Background: an optimization exercise with open tools, aiming at small area. Do not read the settings as production practice. Only simulation tests tie the RTL to the original design; equivalence was not proved.

==> flow/design.v, too long to show whole: its modules and the start of the top module <==
// module buck_converter: 1052 lines
module buck_converter(clk_i, rst_i, e_i, v_1_o, v_2i_o, v_2d_o, a_out );
  // ...
==> flow/flow/run.sh <==
#!/bin/bash
# Own layout flow: the standard synthesis, then the same synthesis run
# again on a copy of design.v whose spelled-out full/half adders are turned
# into sky130 fa/ha cells (flow/mknet.py), so Yosys cannot re-extract them
# with inverters around them.  The adder netlist is used only if its
# registers (names and cell types) are exactly those of the standard
# synthesis; otherwise the standard netlist is laid out.  The rest is
# the standard flow (standard.sh).
set -euo pipefail
W=$(pwd)
R=$W/orfs/results/$FLOW_PLATFORM/buck_converter/base
RF=$W/orfs_fa/results/$FLOW_PLATFORM/buck_converter/base
EXTRA=()
if [[ -f flow/extra.txt ]]; then mapfile -t EXTRA < flow/extra.txt; fi

bash standard.sh synth > std_synth.log 2>&1
cp "$R/1_2_yosys.v" "$W/std_1_2_yosys.v"

use_fa=0
if python3 flow/mknet.py design.v "$W/design_fa.v" > mknet.log 2>&1; then
  sed "s#WORK_HOME=[^ ]*#WORK_HOME=$W/orfs_fa#" standard.sh > standard_fa.sh
  if bash standard_fa.sh VERILOG_FILES="$W/design_fa.v" synth > fa_synth.log 2>&1; then
    if python3 flow/netopt.py "$RF/1_2_yosys.v" "$W/fa_opt.v" > netopt.log 2>&1 \
       && python3 flow/regcmp.py "$W/std_1_2_yosys.v" "$W/fa_opt.v" > regcmp.log 2>&1; then
      use_fa=1
    fi
  fi
fi
echo "use_fa=$use_fa" | tee use_fa.log
if [[ $use_fa == 1 ]]; then
  cp "$W/fa_opt.v" "$R/1_2_yosys.v"
  rm -f "$R/1_synth.odb" "$R/1_synth.sdc"
fi
bash standard.sh "${EXTRA[@]}" finish > finish.log 2>&1
==> flow/flow/extra.txt <==
BUFFER_PORTS_ARGS=-buffer_cell sky130_fd_sc_hd__buf_1
CTS_ARGS=-sink_clustering_enable -repair_clock_nets -dont_use_dummy_load -sink_clustering_size 30 -buf_list {sky130_fd_sc_hd__clkbuf_4 sky130_fd_sc_hd__clkbuf_8}
==> flow/flow/mknet.py <==
#!/usr/bin/env python3
"""Turn the full and half adders that design.v spells out as
    wire s = x ^ y ^ z;  wire c = (x & y) | (z & (x ^ y));
    wire s = x ^ y;      wire c = x & y;
into sky130 fa/ha cell instances, so that synthesis keeps them as written.
usage: mknet.py design.v out.v"""
import re, sys

NAME = r'[A-Za-z_][\w$]*(?:\[\d+\])?'
W = re.compile(r'^\s*wire\s+(' + NAME + r')\s*=\s*(.*?);\s*$')
lines = open(sys.argv[1]).read().split('\n')
out = []
i = 0
nfa = nha = 0
while i < len(lines):
    m1 = W.match(lines[i])
    m2 = W.match(lines[i + 1]) if m1 and i + 1 < len(lines) else None
    if m1 and m2:
        s, e1 = m1.groups(); c, e2 = m2.groups()
        f = re.fullmatch(r'(%s) \^ (%s) \^ (%s)' % (NAME, NAME, NAME), e1)
        if f:
            x, y, z = f.groups()
            if e2 == '(%s & %s) | (%s & (%s ^ %s))' % (x, y, z, x, y):
                out.append('  wire %s, %s;' % (s, c))
                out.append('  sky130_fd_sc_hd__fa_1 fa%d (.A(%s), .B(%s), .CIN(%s), .SUM(%s), .COUT(%s));' % (nfa, x, y, z, s, c))
                nfa += 1; i += 2; continue
        h = re.fullmatch(r'(%s) \^ (%s)' % (NAME, NAME), e1)
        if h:
            x, y = h.groups()
            if e2 == '%s & %s' % (x, y):
                out.append('  wire %s, %s;' % (s, c))
                out.append('  sky130_fd_sc_hd__ha_1 ha%d (.A(%s), .B(%s), .SUM(%s), .COUT(%s));' % (nha, x, y, s, c))
                nha += 1; i += 2; continue
    out.append(lines[i]); i += 1
open(sys.argv[2], 'w').write('\n'.join(out))
sys.stderr.write('mknet: %d fa, %d ha\n' % (nfa, nha))
==> flow/flow/netopt.py <==
#!/usr/bin/env python3
"""Remove inverters around full adders in a flat Yosys netlist.

A full adder is self-dual: FA(~a,~b,~c) = (~sum, ~cout).  Every sky130 fa
cell may therefore be "flipped" (fed complemented inputs, giving
complemented outputs).  This script drops the netlist's inverters, picks a
flip for each fa cell that needs few inverters, and puts back one inverter
per signal whose complement is still needed.  Registers, ports and all
other cells are left as they are.

usage: netopt.py IN.v OUT.v
"""
import re, sys, collections

INV = re.compile(r'sky130_fd_sc_hd__(clk)?inv_\d+$')
FA = re.compile(r'sky130_fd_sc_hd__fa_\d+$')
OUTPINS = {'X', 'Y', 'Q', 'Q_N', 'COUT', 'SUM', 'HI', 'LO'}

def main():
    src = open(sys.argv[1]).read()
    m = re.search(r'^module\s+(\S+)\s*\((.*?)\);', src, re.M | re.S)
    body_start = m.end()
    end = src.rindex('endmodule')
    body = src[body_start:end]
    # split declarations and cells
    cell_re = re.compile(r'^\s*(sky130_fd_sc_hd__\w+)\s+(\S+)\s*\((.*?)\);', re.M | re.S)
    cells = []
    for cm in cell_re.finditer(body):
        pins = [(p, n.strip()) for p, n in re.findall(r'\.(\w+)\(([^()]*)\)', cm.group(3))]
        cells.append([cm.group(1), cm.group(2), pins])
    decl = cell_re.sub('', body)
    assert 'assign' not in decl, 'assign statements are not handled'
    ports_out = set()
    ports_in = set()
    for d, rng, names in re.findall(r'^\s*(input|output)\s*(\[\d+:\d+\])?\s*([^;]+);', decl, re.M):
        for nm in names.split(','):
            nm = nm.strip()
            if rng:
                hi, lo = map(int, rng[1:-1].split(':'))
                bits = ['%s[%d]' % (nm, i) for i in range(min(hi, lo), max(hi, lo) + 1)]
            else:
                bits = [nm]
            (ports_out if d == 'output' else ports_in).update(bits)
    def norm(n): return n.replace(' ', '')
    driver = {}
    for ci, (t, nm, pins) in enumerate(cells):
        for p, n in pins:
            if p in OUTPINS: driver[norm(n)] = (ci, p)
    # inverters that may be removed: not driving a port
    removable = set()
    for ci, (t, nm, pins) in enumerate(cells):
        if INV.match(t):
            y = norm(dict(pins)['Y'])
            if y not in ports_out: removable.add(ci)
    def resolve(n):
        """(source net, parity) through removable inverters."""
        par = 0
        n = norm(n)
        seen = 0
        while n in driver and driver[n][0] in removable:
            ci = driver[n][0]
            n = norm(dict(cells[ci][2])['A']); par ^= 1
            seen += 1
            assert seen < 100
        return n, par
    fas = [ci for ci, c in enumerate(cells) if FA.match(c[0])
           and not any(p in OUTPINS and norm(n) in ports_out for p, n in c[2])]
    isfa = set(fas)
    # consumers: (cell index, pin, src, par)
    cons = []
    for ci, (t, nm, pins) in enumerate(cells):
        if ci in removable: continue
        for pi, (p, n) in enumerate(pins):
            if p in OUTPINS: continue
            if n.startswith("1'b") or n == '': continue
            s, par = resolve(n)
            cons.append((ci, pi, s, par))
    # output ports driven through removable inverters are not possible (excluded above)
    srcfa = {}   # src net -> fa cell index driving it
    for ci in fas:
        for p, n in cells[ci][2]:
            if p in OUTPINS: srcfa[norm(n)] = ci
    by_src = collections.defaultdict(list)
    by_cell = collections.defaultdict(list)
    for k, (ci, pi, s, par) in enumerate(cons):
        by_src[s].append(k); by_cell[ci].append(k)
    phi = collections.defaultdict(int)
    def need(k):
        ci, pi, s, par = cons[k]
        return par ^ phi[ci] ^ (phi[srcfa[s]] if s in srcfa else 0)
    def src_cost(s):
        return 1 if any(need(k) for k in by_src[s]) else 0
    def affected(f):
        ss = set(cons[k][2] for k in by_cell[f])
        for p, n in cells[f][2]:
            if p in OUTPINS: ss.add(norm(n))
        return ss
    total = sum(src_cost(s) for s in by_src)
    before = len(removable)
    improved = True
    it = 0
    while improved and it < 50:
        improved = False; it += 1
        for f in fas:
            ss = affected(f)
            c0 = sum(src_cost(s) for s in ss)
            phi[f] ^= 1
            c1 = sum(src_cost(s) for s in ss)
            if c1 < c0:
                total += c1 - c0; improved = True
            else:
                phi[f] ^= 1
    # rebuild
    invnet = {}
    newcells = []
    newwires = []
    for k, (ci, pi, s, par) in enumerate(cons):
        if need(k):
            if s not in invnet:
                nn = '_ninv%d_' % len(invnet)
                invnet[s] = nn
                newwires.append(nn)
                newcells.append(['sky130_fd_sc_hd__inv_1', '_ninvc%d_' % (len(invnet) - 1),
                                 [('A', s), ('Y', nn)]])
            net = invnet[s]
        else:
            net = s
        p, _ = cells[ci][2][pi]
        cells[ci][2][pi] = (p, net)
    out = []
    def fmt(n):
        if n.startswith('\\') or (not re.match(r'^[A-Za-z_][\w$]*(\[\d+\])?$', n)):
            if not n.startswith('\\'): n = '\\' + n
            return n + ' '
        return n
    def fmtnet(n):
        # bus bit of a declared vector (e.g. e_i[3]) or an escaped name
        mm = re.match(r'^(\\\S+?)(\[\d+\])?$', n)
        if n.startswith('\\'):
            # escaped identifiers were normalised without the trailing space
            mb = re.match(r'^(\\\S*?)(\[\d+\])$', n)
            if mb and mb.group(1) + mb.group(2) == n and False: pass
            return n + ' '
        return n
    lines = [src[:body_start], decl.rstrip() + '\n']
    for w in newwires: lines.append('  wire %s;\n' % w)
    for ci, (t, nm, pins) in enumerate(cells + newcells):
        if ci < len(cells) and ci in removable: continue
        lines.append('  %s %s (\n%s\n  );\n' % (t, nm, ',\n'.join('    .%s(%s)' % (p, fmtnet(n)) for p, n in pins)))
    lines.append('endmodule\n')
    open(sys.argv[2], 'w').write(''.join(lines))
    sys.stderr.write('netopt: %d inverters before, %d after; %d of %d fa cells flipped\n'
                     % (before, len(invnet), sum(phi[f] for f in fas), len(fas)))

main()
==> flow/flow/regcmp.py <==
#!/usr/bin/env python3
"""Exit 0 only if two flat netlists have the same registers: the same
instance names, each of the same cell type (clocked cells: any cell with a
CLK pin)."""
import re, sys

def regs(path):
    txt = open(path).read()
    out = {}
    for t, n, pins in re.findall(r'(sky130_fd_sc_hd__\w+)\s+(\S+)\s*\((.*?)\);', txt, re.S):
        if re.search(r'\.CLK\(', pins):
            out[n] = t
    return out

a, b = regs(sys.argv[1]), regs(sys.argv[2])
if a != b or not a:
    print('registers differ: %d vs %d' % (len(a), len(b)))
    for k in sorted(set(a) ^ set(b))[:20]: print(' ', k, a.get(k), b.get(k))
    sys.exit(1)
print('registers match: %d' % len(a))
==> flow/standard.sh <==
#!/bin/bash
# synth_recipe.tcl (not shown) runs the flow's synth.tcl, then flattens the netlist and writes it again
# the make line also repeats each setting of config.mk as NAME=value (left out here)
make -C /OpenROAD-flow-scripts/flow DESIGN_CONFIG=/design/flow/config.mk WORK_HOME=/design/flow/orfs CLKGATE_MAP_FILE= SYNTH_SCRIPT=/design/flow/synth_recipe.tcl "${@:-finish}"
==> flow/config.mk <==
export PLATFORM = sky130hd
export DESIGN_NAME = buck_converter
export DESIGN_NICKNAME = buck_converter
export VERILOG_FILES = /design/flow/design.v
export SDC_FILE = /design/flow/constraint.sdc
export NUM_CORES = 4
export LEC_CHECK = 0
export ABC_AREA = 1
export CAP_MARGIN = 20
export CORE_MARGIN = 2
export CORE_UTILIZATION = 40
export CTS_BUF_LIST = sky130_fd_sc_hd__clkbuf_2 sky130_fd_sc_hd__clkbuf_4 sky130_fd_sc_hd__clkbuf_8
export PLACE_DENSITY = 0.6
export SLEW_MARGIN = 20
==> flow/constraint.sdc <==
create_clock -name core_clock -period 11.0 [get_ports {clk_i}]
set_input_delay 2.2000 -clock core_clock [delete_from_list [all_inputs] [get_ports {clk_i}]]
set_output_delay 2.2000 -clock core_clock [all_outputs]
set_load 0.01 [all_outputs]
==> summary.md, run 1 <==
| Metric | Value |
|---|---|
| Result of the run | `finished clean` |
| Final hold violation count | `0` |
| Top layer in use | `met4` |
| CTS H-Tree Depth | `4` |
| Inverters excl. clock | `279` |
| Cell Area, Synth | `15000 um^2` |
| Relative slew slack | `37.3%` |
| Most frequent CP cell | `fa_1` |
| Mapped Cells | `1500` |
| Post-CTS Setup Bufs | `0` |
| WP depth | `38` |
| Max Cap Viol | `0` |
| Rows | `70` |
| Non-CTS buffers | `108` |
| Signal buf overhead | `2.76%` |
| Vias in the first global route | `11100` |
| Wire length on met2 | `19.3 mm` |
| Critical Path RT | `11390 ps` |
| Multi-input gate share of total cell area | `63.6%` |
| TAP cells | `468` |
| Min Tclk post-route | `10330 ps` |
| Area Overhead vs Synth | `7.33%` |
| Metal3 WL | `1.70 mm` |
| Comb_multi_in | `1002` |
| Die height | `197 um` |
| Clock-pin slew on the worst setup and hold paths | `90 ps` |
==> run 2: changes to the inputs <==
==> flow/flow/extra.txt (replaced) <==
BUFFER_PORTS_ARGS=-buffer_cell sky130_fd_sc_hd__buf_1
==> run 2 against run 1 <==
Still clean on timing, DRC and antenna. Via count increased by 0.24%. Sequential share of layout area decreased by 0.22 points. Fmax increased by 0.24%. Critical path depth increased by 5. Clock-buffer cell count unchanged. Routed wire length increased by 0.35%. Core utilization increased by 0.45 points. Synthesized cell count unchanged.
==> summary.md, run 2 <==
| Metric | Value |
|---|---|
| WS Path Type | `flop to flop (unchanged)` |
| Most common cell after layout, fill and taps aside | `fa_1 (unchanged)` |
| Fillers | `3589 (was 3613)` |
| Total CTS buffers | `17 (unchanged)` |
| Critical path's slowest cell | `dfxtp_4 (unchanged)` |
| Number of detailed-route iterations in the first pass | `5 (was 4)` |
| Min Tclk post-route | `10300 ps (was 10330 ps)` |
| Synth warn | `1 (unchanged)` |
| Max Root-Sink Buffers | `2 (unchanged)` |
| CTS resizes | `0 (unchanged)` |
| Slowest cell delay on critical path | `660 ps (was 640 ps)` |
| Die Width | `197 um (unchanged)` |
| Mapped Cells | `1500 (unchanged)` |
| Period utilisation layout | `93.7% (was 93.9%)` |
| CP max FO | `54 (was 58)` |
| Rows | `70 (unchanged)` |
| Via/cell ratio | `4.96 (was 4.98)` |
| Final core utilization | `44.2% (was 43.8%)` |
| Cell Area, Synth | `15000 um^2 (unchanged)` |
| Most flops, register | `q (unchanged)` |
| Critical Path Start Type | `flop (unchanged)` |
| Final hold violation count | `0 (unchanged)` |
| Pin count of the biggest net entering global routing | `86 (unchanged)` |
| Critical Path RT | `11420 ps (was 11390 ps)` |
| Cts hold-fix bufs | `0 (unchanged)` |
| Result of the run | `finished clean (unchanged)` |
| Antenna violations before repair | `0 (unchanged)` |
| Max Cap Viol | `0 (unchanged)` |
| CTS tree | `done (unchanged)` |
| RSZ-0062 raised after global routing | `false (unchanged)` |
| Root Driver | `clkbuf_8 (unchanged)` |
| Final net count | `2005 (unchanged)` |
| Post-DRT Antenna Nets | `0 (unchanged)` |
| Max FFs per register | `48 (unchanged)` |
| DP Wirelength | `31.3 mm (unchanged)` |
| Setup Skew | `14.1 ps (was 31.6 ps)` |
| Syn nets | `1921 (unchanged)` |
| Initial Utilization | `40.8% (unchanged)` |
| Area Overhead vs Synth | `8.43% (was 7.33%)` |
| Clock-pin slew on the worst setup and hold paths | `100 ps (was 90 ps)` |
| Worst Hold Class | `flop to flop (unchanged)` |
| Avg Inst Size Synth | `9.98 um^2 (unchanged)` |
| Post-Route WL | `37.4 mm (was 37.3 mm)` |
| Post-CTS Setup Bufs | `0 (unchanged)` |
| Grt ovf | `0 (unchanged)` |
| Worst-skew pair later-pin latency | `520 ps (was 500 ps)` |
| DR vias | `10200 (about the same)` |
| Most frequent CP cell | `fa_1 (unchanged)` |
| CTS H-Tree Depth | `4 (unchanged)` |
| Relative slew slack | `37.1% (was 37.3%)` |
| Worst EP arrival | `10720 ps (was 10710 ps)` |
| GPL Wtd Cong | `0.879 (unchanged)` |
| Remaining DRCs | `0 (unchanged)` |
| IO buf count | `98 (unchanged)` |
| DR WL/cell | `18.1 um (was 18.2 um)` |
| Die area | `39000 um^2 (unchanged)` |
| Total track usage | `20.8% (was 20.7%)` |
| TritonCTS Sinks | `176 (unchanged)` |
| Die height | `197 um (unchanged)` |
| Setup Viol. Count Final | `0 (unchanged)` |
| Most frequent cells in the layout | `fa_1, inv_1, nand2_1 (unchanged)` |
| Layout cells sized above 1 | `5.70% (was 4.80%)` |
| Worst setup EP type | `flop (unchanged)` |
| Initial DRC count | `390 (was 410)` |
| Final setup TNS | `0 ps (unchanged)` |
| Slew Viols, Final | `0 (unchanged)` |
| Core Region | `36700 um^2 (unchanged)` |
| Antenna cells | `0 (unchanged)` |
| Ports | `99 (unchanged)` |
| Max Clk Rate | `97.1 MHz (was 96.8 MHz)` |
| Least-Margin Pin Slew | `933 ps (was 930 ps)` |
| Vias in the first global route | `11200 (was 11100)` |
| First-pass GRT wire length | `60.7 mm (was 60.5 mm)` |
[run 2: critical path, delay by kind of cell (launching register included)]
kind | cells | cell delay (ps)
adder cells (fa/ha/maj) | 19 | 7140
AND/OR/NAND/NOR | 14 | 1240
flip-flops | 1 | 660
buffers and inverters | 6 | 520
AO/OA/AOI/OAI | 3 | 450
XOR/XNOR | 1 | 160
[run 2: area by class of cell]
type | instances | area [um^2] | share of cell area, %
Multi-Input combinational cell | 1002 | 10200 | 63.0
Inverter | 279 | 1050 | 6.47
Sequential cell | 176 | 3530 | 21.7
Timing Repair Buffer | 108 | 444 | 2.74
Clock buffer | 17 | 234 | 1.44
Tap cell | 468 | 586 | 3.61
Clock inverter | 15 | 164 | 1.01
[run 2: final timing paths]
kind,from,to,slack (ps),depth (start not counted)
max,a$_SDFF_PP0_,v_2h[28]$_SDFFE_PP0P_,700,43
min,v_1[18]$_SDFFE_PP0P_,v_1[18]$_SDFFE_PP0P_,470,2
max reg2reg,a$_SDFF_PP0_,v_2h[28]$_SDFFE_PP0P_,700,43
min reg2reg,v_1[18]$_SDFFE_PP0P_,v_1[18]$_SDFFE_PP0P_,470,2
[run 2: metrics by stage]
step                hold slack (ps)  instance area, um^2  cells  setup slack (ps)
global placement                450                15800   2033               891
global route                    489                16200   2065               100
finish                          467                16200   2065               696
detailed placement              453                15800   2033               734
floorplan                       483                15000   1500              1040
CTS                             468                16200   2065               710
[run 2: layer usage]
metal / vias up / routed length, um / global-route usage [%]
met5: - / 0 / 0
met4: 0 / 961 / 6.93
met3: 52 / 1660 / 3.23
met2: 228 / 19400 / 37.2
met1: 5223 / 15400 / 25.8
li1: 4733 / - / -
==> run 3: changes to the inputs <==
--- a/flow/flow/run.sh
+++ b/flow/flow/run.sh
@@ -2,6 +2,8 @@
 # Own layout flow: the standard synthesis, then the same synthesis run
 # again on a copy of design.v whose spelled-out full/half adders are turned
-# into sky130 fa/ha cells (flow/mknet.py), so Yosys cannot re-extract them
-# with inverters around them.  The adder netlist is used only if its
+# into sky130 fa/ha cells (flow/mknet.py), synthesized without Yosys's
+# adder extraction (ADDER_MAP_FILE empty), so the adders stay as written
+# instead of being re-extracted with inverters around them; flow/netopt.py
+# then flips full adders to drop more inverters.  The adder netlist is used only if its
 # registers (names and cell types) are exactly those of the standard
 # synthesis; otherwise the standard netlist is laid out.  The rest is
@@ -20,5 +22,5 @@
 if python3 flow/mknet.py design.v "$W/design_fa.v" > mknet.log 2>&1; then
   sed "s#WORK_HOME=[^ ]*#WORK_HOME=$W/orfs_fa#" standard.sh > standard_fa.sh
-  if bash standard_fa.sh VERILOG_FILES="$W/design_fa.v" synth > fa_synth.log 2>&1; then
+  if bash standard_fa.sh VERILOG_FILES="$W/design_fa.v" ADDER_MAP_FILE= synth > fa_synth.log 2>&1; then
     if python3 flow/netopt.py "$RF/1_2_yosys.v" "$W/fa_opt.v" > netopt.log 2>&1 \
        && python3 flow/regcmp.py "$W/std_1_2_yosys.v" "$W/fa_opt.v" > regcmp.log 2>&1; then
==> flow/flow/extra.txt (replaced) <==
BUFFER_PORTS_ARGS=-buffer_cell sky130_fd_sc_hd__buf_1
CTS_ARGS=-sink_clustering_enable -repair_clock_nets -dont_use_dummy_load -sink_clustering_size 30 -buf_list {sky130_fd_sc_hd__clkbuf_4 sky130_fd_sc_hd__clkbuf_8}
--- a/flow/config.mk
+++ b/flow/config.mk
@@ -6,5 +6,5 @@
 export NUM_CORES = 4
 export LEC_CHECK = 0
-export ABC_AREA = 1
+export ABC_AREA = 0
 export CAP_MARGIN = 20
 export CORE_MARGIN = 2
==> run 3 against run 2 <==
Critical path type unchanged. Area after synthesis fell by 2.2%. Die area fell by 2.2%. Cell count fell by 7.1%. Setup slack got worse by 150 ps.
==> summary.md, run 3 <==
| Metric | Value |
|---|---|
| Post-DRT Antenna Nets | `0 (unchanged)` |
| CTS H-Tree Depth | `4 (unchanged)` |
| Syn nets | `1722 (was 1921)` |
| Max Clk Rate | `95.7 MHz (was 97.1 MHz)` |
| Cell Area, Synth | `14600 um^2 (was 15000 um^2)` |
| Storage cell area | `3530 um^2 (unchanged)` |
| Worst setup startpoint | `a$_SDFF_PP0_ (unchanged)` |
| Mapped Cells | `1350 (was 1500)` |
| Placed Instances | `1899 (was 2033)` |
| Core Region | `36300 um^2 (was 36700 um^2)` |
| Final setup TNS | `0 ps (unchanged)` |
| Crit-path leading delay family | `adder cells (unchanged)` |
| Number of detailed-route iterations in the first pass | `5 (unchanged)` |
| Root Driver | `clkbuf_8 (unchanged)` |
| WS Path Type | `flop to flop (unchanged)` |
| Setup Skew | `43.9 ps (was 14.1 ps)` |
| Final hold violation count | `0 (unchanged)` |
| GPL Wtd Cong | `0.862 (was 0.879)` |
| Most frequent cells in the layout | `fa_1, dfxtp_1, nand2_1 (was fa_1, inv_1, nand2_1)` |
| Avg Inst Size Synth | `10.8 um^2 (was 9.98 um^2)` |
| CTS tree | `done (unchanged)` |
| Fillers | `3457 (was 3589)` |
| Critical Path RT | `11390 ps (was 11420 ps)` |
| DR vias | `9836 (was 10200)` |
| Antenna cells | `0 (unchanged)` |
| TritonCTS Sinks | `176 (unchanged)` |
| Critical Path Start Type | `flop (unchanged)` |
| Critical path's slowest cell | `fa_1 (was dfxtp_4)` |
| Worst-skew pair later-pin latency | `480 ps (was 520 ps)` |
| Layout cells sized above 1 | `5.38% (was 5.70%)` |
| Multi-input gate area | `10600 um^2 (was 10200 um^2)` |
| Die area | `38100 um^2 (was 39000 um^2)` |
| Post-route insts no fill | `1918 (was 2065)` |
| Antenna violations before repair | `0 (unchanged)` |
| Via/cell ratio | `5.13 (was 4.96)` |
| IO buf count | `98 (unchanged)` |
| Result of the run | `finished clean (unchanged)` |
| Remaining DRCs | `0 (unchanged)` |
| Relative slew slack | `29.2% (was 37.1%)` |
| CP max FO | `18 (was 54)` |
| DP Wirelength | `30.9 mm (was 31.3 mm)` |
| Cts hold-fix bufs | `0 (unchanged)` |
| Pre-CTS setup slack | `173 ps (was 734 ps)` |
| Max FFs per register | `48 (unchanged)` |
| WP depth | `30 (was 43)` |
| Final WS setup | `546 ps (was 696 ps)` |
| Total CTS buffers | `17 (unchanged)` |
| Worst Hold Launch | `v_1[7]$_SDFFE_PP0P_ (was v_1[18]$_SDFFE_PP0P_)` |
| Total track usage | `21.0% (was 20.8%)` |
| Pin count of the biggest net entering global routing | `95 (was 86)` |
| Ports | `99 (unchanged)` |
| Grt ovf | `0 (unchanged)` |
| Worst Hold Class | `flop to flop (unchanged)` |
| Initial Utilization | `40.3% (was 40.8%)` |
| Die Width | `195 um (was 197 um)` |
| Slew Viols, Final | `0 (unchanged)` |
| Post-Route WL | `37.5 mm (was 37.4 mm)` |
| Worst-case reg-to-reg path depth | `30 (was 43)` |
| Slowest cell delay on critical path | `560 ps (was 660 ps)` |
| Clock-pin slew on the worst setup and hold paths | `100 ps (about the same)` |
| Hold Crit Depth | `2 (unchanged)` |
| Final net count | `1824 (was 2005)` |
| Period utilisation layout | `95.0% (was 93.7%)` |
| DR WL/cell | `19.5 um (was 18.1 um)` |
| Buf+Inv Stages, Crit Path | `0 (was 6)` |
| Most flops, register | `q (unchanged)` |
| Die height | `195 um (was 197 um)` |
| Launch point of the worst reg-to-reg path | `a$_SDFF_PP0_ (unchanged)` |
| Vias in the first global route | `10700 (was 11200)` |
| Area Overhead vs Synth | `8.85% (was 8.43%)` |
| Synth warn | `1 (unchanged)` |
| First-pass GRT wire length | `60.3 mm (was 60.7 mm)` |
| Worst EP arrival | `10840 ps (was 10720 ps)` |
| Min Tclk post-route | `10450 ps (was 10300 ps)` |
| Most frequent CP cell | `fa_1 (unchanged)` |
| Least-Margin Pin Slew | `1060 ps (was 933 ps)` |
| Rows | `70 (unchanged)` |
| Worst setup EP type | `flop (unchanged)` |
| Initial DRC count | `572 (was 390)` |
| Setup Viol. Count Final | `0 (unchanged)` |
| Most common cell after layout, fill and taps aside | `fa_1 (unchanged)` |
| Max Cap Viol | `0 (unchanged)` |
| Max Root-Sink Buffers | `2 (unchanged)` |
[run 3: per-layer routing]
| layer | wire [um] | vias to the layer above | GRT usage, % |
|---|---|---|---|
| met5 | 0 | - | 0 |
| met4 | 1030 | 0 | 6.25 |
| met1 | 15300 | 5014 | 26.1 |
| met2 | 19700 | 246 | 37.8 |
| met3 | 1460 | 47 | 3.02 |
| li1 | - | 4529 | - |
[run 3: final cells by class]
class,instances,area share (%)
multi-input cells,1041,66.8
repair buffers,132,3.98
flip-flops and latches,176,22.1
inverters,84,1.98
well taps,468,3.68
clock buffers,17,1.47
[run 3: timing repair]
action                                  CTS  global route
resized for setup                         0             4
endpoints found under the setup margin    0             9
buffers inserted                          0             2
[run 3: worst register-to-register path: cells and delay by family (launching register included)]
| kind | cells | cell delay (ps) |
|---|---|---|
| XOR/XNOR | 1 | 330 |
| flip-flops | 1 | 490 |
| AO/OA/AOI/OAI | 8 | 2200 |
| adder cells (fa/ha/maj) | 15 | 6030 |
| AND/OR/NAND/NOR | 6 | 1300 |
[run 3: through the flow]
step	hold slack, ps	utilization (%)	cell area (um^2)
finish	463	43.8	15900
global route	486	43.8	15900
CTS	466	43.7	15900
detailed placement	455	43.1	15700
global placement	452	43.1	15700
floorplan	463	-	14600
[run 3: final timing paths]
kind,end,slack (ps)
worst max-delay path,v_2h[31]$_SDFFE_PP0P_,550
worst min-delay path,v_1[7]$_SDFFE_PP0P_,460
worst max register to register,v_2h[31]$_SDFFE_PP0P_,550
worst min register to register,v_1[7]$_SDFFE_PP0P_,460

-- static timing again, ports no longer ideal --
How much do the figures lean on ideal ports? The routed layouts below were timed once more, with nothing changed but the port constraints.
Step 1 sets driving cells, clkbuf_16 on the clock port and buf_2 on the other inputs (assumed; they add their load-dependent delay and slew).
Step 2, shift: input delay + t, output delay - t, t = (earliest + latest rising clock arrival at the registers) / 2. This alone moves slack from input paths to output paths.
Three values: ideal, step 1, step 2; two values: the first two.
run | shift t [ns] | setup WS [ns] | slew at the worst register clock pin (ns) | pins driven straight from the clock port
run 1 | 0.537 | 0.672 / 0.672 / 0.672 | 0.11 / 0.11 | 1
run 2 | 0.560 | 0.696 / 0.696 / 0.696 | 0.11 / 0.11 | 1
run 3 | 0.504 | 0.546 / 0.546 / 0.546 | 0.11 / 0.11 | 1
After both steps every run listed still meets setup and hold.
